What follows belongs to an exercise in optimizing a design on an open flow for small area; a production flow would make more cautious choices. The RTL was checked by simulation tests, not by an equivalence proof against the original design. The flow treats the clock pin as an ideal source. Dropping or thinning the clock tree relies on that and would not hold on a real chip.

Design top, start of the top module:
module top (
    input  clk,
    input  rst,
    input  sw1,
    input  sw2,
    input  sw3,
    input  sensor,
    output [6:0] salidaSieteSeg,
    output [4:0] Leds,
    output [3:0] SalidaMotor
  );
==> module top, before the edit <==
module top (
    input  clk,
    input  rst,
    input  sw1,
    input  sw2,
    input  sw3,
    input  sensor,
    output [6:0] salidaSieteSeg,
    output [4:0] Leds,
    output [3:0] SalidaMotor
  );
reg [1:0] m4;
reg [2:0] m7;
reg [3:0] m13;
reg [7:0] m251;
reg s5;
wire e7   = m7[1] & m7[0];
wire e13  = ~m13[3] & ~m13[1] & ~m13[0];
wire e251 = ~m251[7] & ~m251[6] & ~m251[4] & m251[3] & ~m251[2] & ~m251[1] & m251[0];
wire tick200 = e7 & ~m4[0];
wire tick50  = e13 & ~m4[1] & m4[0];
wire tick5   = e251 & ~s5;
always @(posedge clk) begin
  if (rst) begin
    m4 <= 2'd0; m7 <= 3'd6; m13 <= 4'd1; m251 <= 8'd18; s5 <= 1'b0;
  end else begin
    m4   <= {m4[1] ^ m4[0], ~m4[0]};
    m7   <= {m7[1:0], ~(m7[2] ^ m7[0])};
    m13  <= {m13[2:0], ~(m13[3] ^ (~m13[0] & m13[1]))};
    m251 <= {m251[6:0], m251[7] ^ m251[2] ^ (~m251[0] & ~m251[3])};
    if (e251) s5 <= ~s5;
  end
end
wire p1 = ~sw1, p2 = ~sw2, p3 = ~sw3;
reg [2:0] pc;          
reg setTime, op;
reg [5:0] setSeg, setMin;
reg [5:0] cSeg, cMin;   
wire segZ = (cSeg == 0);
wire selMin = setTime ? op : segZ;
wire [5:0] adjIn = selMin ? cMin : cSeg;
wire up = setTime & p1;
wire [5:0] adjSet = up ? ((adjIn == 6'd59) ? 6'd0 : adjIn + 1'b1)
                       : ((adjIn == 6'd0) ? 6'd59 : adjIn - 1'b1);
wire adj = setTime & (p1 | p2);
always @(posedge clk) begin
  if (rst) begin
    pc <= 0; setTime <= 0; op <= 0; setSeg <= 6'd30; setMin <= 0;
  end else if (tick5) begin
    pc <= p3 ? {pc[1:0], ~pc[2]} : 3'b000;
    if (pc[2] & ~pc[1]) setTime <= ~setTime;
    if (p3) op <= ~op;
    if (adj & ~op) setSeg <= adjSet;
    if (adj & op)  setMin <= adjSet;
  end
end
reg [1:0] st;
reg [9:0] cnt;
reg [1:0] ph;           
wire zero = segZ & (cMin == 0);
wire sec  = cnt[5] & cnt[0];                                             
wire full = cnt[9] & cnt[7] & cnt[6] & cnt[4] & ~cnt[3] & ~cnt[2] & cnt[0];  
wire [9:0] cntInc = {cnt[8:0], cnt[9] ^ cnt[0]};
localparam [9:0] CLR = 10'd34, INIT = 10'd814;    
always @(posedge clk) begin
  if (setTime | (tick50 & (st != 2'b00))) begin
    cSeg <= setSeg; cMin <= setMin;
  end else if (tick50 & ~zero & sec) begin
    if (segZ) begin cSeg <= 6'd59; cMin <= adjSet; end
    else cSeg <= adjSet;
  end
end
always @(posedge clk) begin
  if (rst) begin
    st <= 2'b01; cnt <= INIT; ph <= 0;
  end else if (tick50) begin
    if (st == 2'b11) ph <= {ph[0], ~ph[1]};
    if (st == 2'b10) begin
      if (~setTime) st <= 2'b00;
    end else if (st[0]) begin
      if (sensor) st <= 2'b01;
      else if (full) begin
        cnt <= CLR; st <= 2'b00;
      end else begin
        st <= 2'b11; cnt <= cntInc;
      end
    end else begin
      if (setTime) begin st <= 2'b10; cnt <= CLR; end
      else if (zero) begin st <= 2'b01; cnt <= CLR; end
      else if (sec) cnt <= CLR;
      else cnt <= cntInc;
    end
  end
end
wire run = st[1] & st[0];
assign SalidaMotor[0] = run & ~ph[1] & ~ph[0];
assign SalidaMotor[1] = run & ~ph[1] &  ph[0];
assign SalidaMotor[2] = run &  ph[1] &  ph[0];
assign SalidaMotor[3] = run &  ph[1] & ~ph[0];
reg [1:0] sc; reg started;
reg [5:0] P;       
reg [3:0] dig;     
wire [2:0] tens = (P >= 50) ? 3'd5 : (P >= 40) ? 3'd4 : (P >= 30) ? 3'd3 :
                  (P >= 20) ? 3'd2 : (P >= 10) ? 3'd1 : 3'd0;
wire [5:0] unit6 = P - tens * 4'd10;
always @(posedge clk) begin
  if (rst) begin
    sc <= 0; started <= 0; P <= 0; dig <= 0;
  end else if (tick200) begin
    sc <= {sc[0], ~sc[1]};
    started <= 1;
    if (sc[1] ^ sc[0]) P <= (st[0] & ~setTime) ? 6'd0 : sc[1] ? cSeg : cMin;
    dig <= sc[0] ? {1'b0, tens} : unit6[3:0];
  end
end
wire L1 = ~sc[1] & sc[0];
wire L2 = sc[1] & sc[0];
wire L3 = sc[1] & ~sc[0];
wire L4 = ~sc[1] & ~sc[0] & started;
wire bS = setTime & ~op & ~s5;
wire bM = setTime & op & ~s5;
assign Leds[0] = L1 & ~bS;
assign Leds[1] = L2 & ~bS;
assign Leds[2] = L3 & ~bM;
assign Leds[3] = L4 & ~bM;
assign Leds[4] = ~L4;
wire A = dig[3], B = dig[2], C = dig[1], D = dig[0];
assign salidaSieteSeg[6] = ~(A | (~B & ~D) | (B & D) | C);
assign salidaSieteSeg[5] = ~(~B | (~C & ~D) | (C & D));
assign salidaSieteSeg[4] = ~(B | ~C | D);
assign salidaSieteSeg[3] = ~(A | (~B & ~D) | (~B & C) | (B & ~C & D) | (C & ~D));
assign salidaSieteSeg[2] = ~((~B & ~D) | (C & ~D));
assign salidaSieteSeg[1] = ~(A | (B & ~C) | (B & ~D) | (~C & ~D));
assign salidaSieteSeg[0] = ~(A | (~B & C) | (B & ~C) | (C & ~D));
endmodule
clock: 10.0 ns
lec_check: 0
abc_area: 1
cap_margin: 20
core_margin: 2
core_utilization: 65
gpl_timing_driven: 0
slew_margin: 20
standard.sh (not shown) runs the stock make flow with config.mk's settings and CLKGATE_MAP_FILE= SYNTH_SCRIPT=/design/flow/synth_recipe.tcl, a recipe that flattens the netlist after the stock synthesis.
==> flow/flow/run.sh <==
#!/bin/bash
# Own layout flow: the standard ORFS flow (standard.sh) with these changes:
#  - synthesis maps logic with an area-oriented ABC script (flow/abc_area.script)
#    and leaves adders to ABC (no half/full adder cells); registers are mapped by
#    the unchanged standard steps;
#  - input/output ports get the smallest buffer cell;
#  - the clock is distributed by four buffers fed by the clock port (flow/cts.tcl)
#    instead of a TritonCTS tree.
# Each step's full log is in orfs/logs/; make's output is in synth.log and layout.log.
set -euo pipefail
W=$PWD
mkdir -p scripts_own
for f in "$FLOW_HOME"/scripts/*; do ln -sf "$f" scripts_own/; done
rm -f scripts_own/abc_area.script scripts_own/cts.tcl
cp flow/abc_area.script scripts_own/abc_area.script
cp flow/cts.tcl scripts_own/cts.tcl
export SCRIPTS_DIR=$W/scripts_own
export ADDER_MAP_FILE=
export BUFFER_PORTS_ARGS="-buffer_cell sky130_fd_sc_hd__buf_1"
export CLOCK_BUFFER_CELL=sky130_fd_sc_hd__buf_8
[ -f flow/knobs.sh ] && source flow/knobs.sh
bash standard.sh synth > synth.log 2>&1
bash standard.sh > layout.log 2>&1
Other scripts of this flow, unchanged in this note and not shown: flow/flow/abc_area.script, flow/flow/cts.tcl
The baseline completed without violations.
==> next run, changes <==
--- a/flow/design.v
+++ b/flow/design.v
@@ -60,13 +60,14 @@
 wire zero = segZ & (cMin == 0);
 wire sec  = cnt[5] & cnt[0];                                             
 wire full = cnt[9] & cnt[7] & cnt[6] & cnt[4] & ~cnt[3] & ~cnt[2] & cnt[0];  
 wire [9:0] cntInc = {cnt[8:0], cnt[9] ^ cnt[0]};
 localparam [9:0] CLR = 10'd34, INIT = 10'd814;    
 always @(posedge clk) begin
-  if (setTime | (tick50 & (st != 2'b00))) begin
+  if (rst) begin cSeg <= 0; cMin <= 0; end
+  else if (setTime | (tick50 & (st != 2'b00))) begin
     cSeg <= setSeg; cMin <= setMin;
   end else if (tick50 & ~zero & sec) begin
     if (segZ) begin cSeg <= 6'd59; cMin <= adjSet; end
     else cSeg <= adjSet;
   end
 end
The new run completed without violations.
Synthesized area is about the same.
Final area decreases by 0.45%.
Worst setup slack gains 0.20 ns.
Cell count increases by 3.7%.
First-iteration DRC count increases by 45%.
In every run of this note, the design's own scripts or RTL, not TritonCTS, make the clock network.

-- separate check: timing with driven ports --
In the flow no input, the clock included, has a driving cell. The finished layouts below were timed again as built, in two steps.
Step 1 sets driving cells, clkbuf_16 on the clock port and buf_2 on the other inputs (assumed; they add their load-dependent delay and slew).
Step 2 adds t to the input delays and takes it off the output delays; t is the mean of the earliest and latest rising clock arrival at the registers after step 1. Input paths then give back, and output paths get back, about the clock's delay inside the block.
Slacks: ideal / step 1 / step 2; pairs: ideal / step 1.
run	shift t [ns]	slack for setup (ns)	slew at the worst register clock pin (ns)	worst data-port slew with drivers (ns)
the first run	0.195	5.746 / 5.796 / 5.601	0.11 / 0.11	0.03
the second run	0.195	5.943 / 5.991 / 5.796	0.10 / 0.10	0.03
After both steps every run listed still meets setup and hold. For the second run, which loses most, drivers alone change the setup slack by +0.048 ns; drivers and shift together by -0.147 ns.
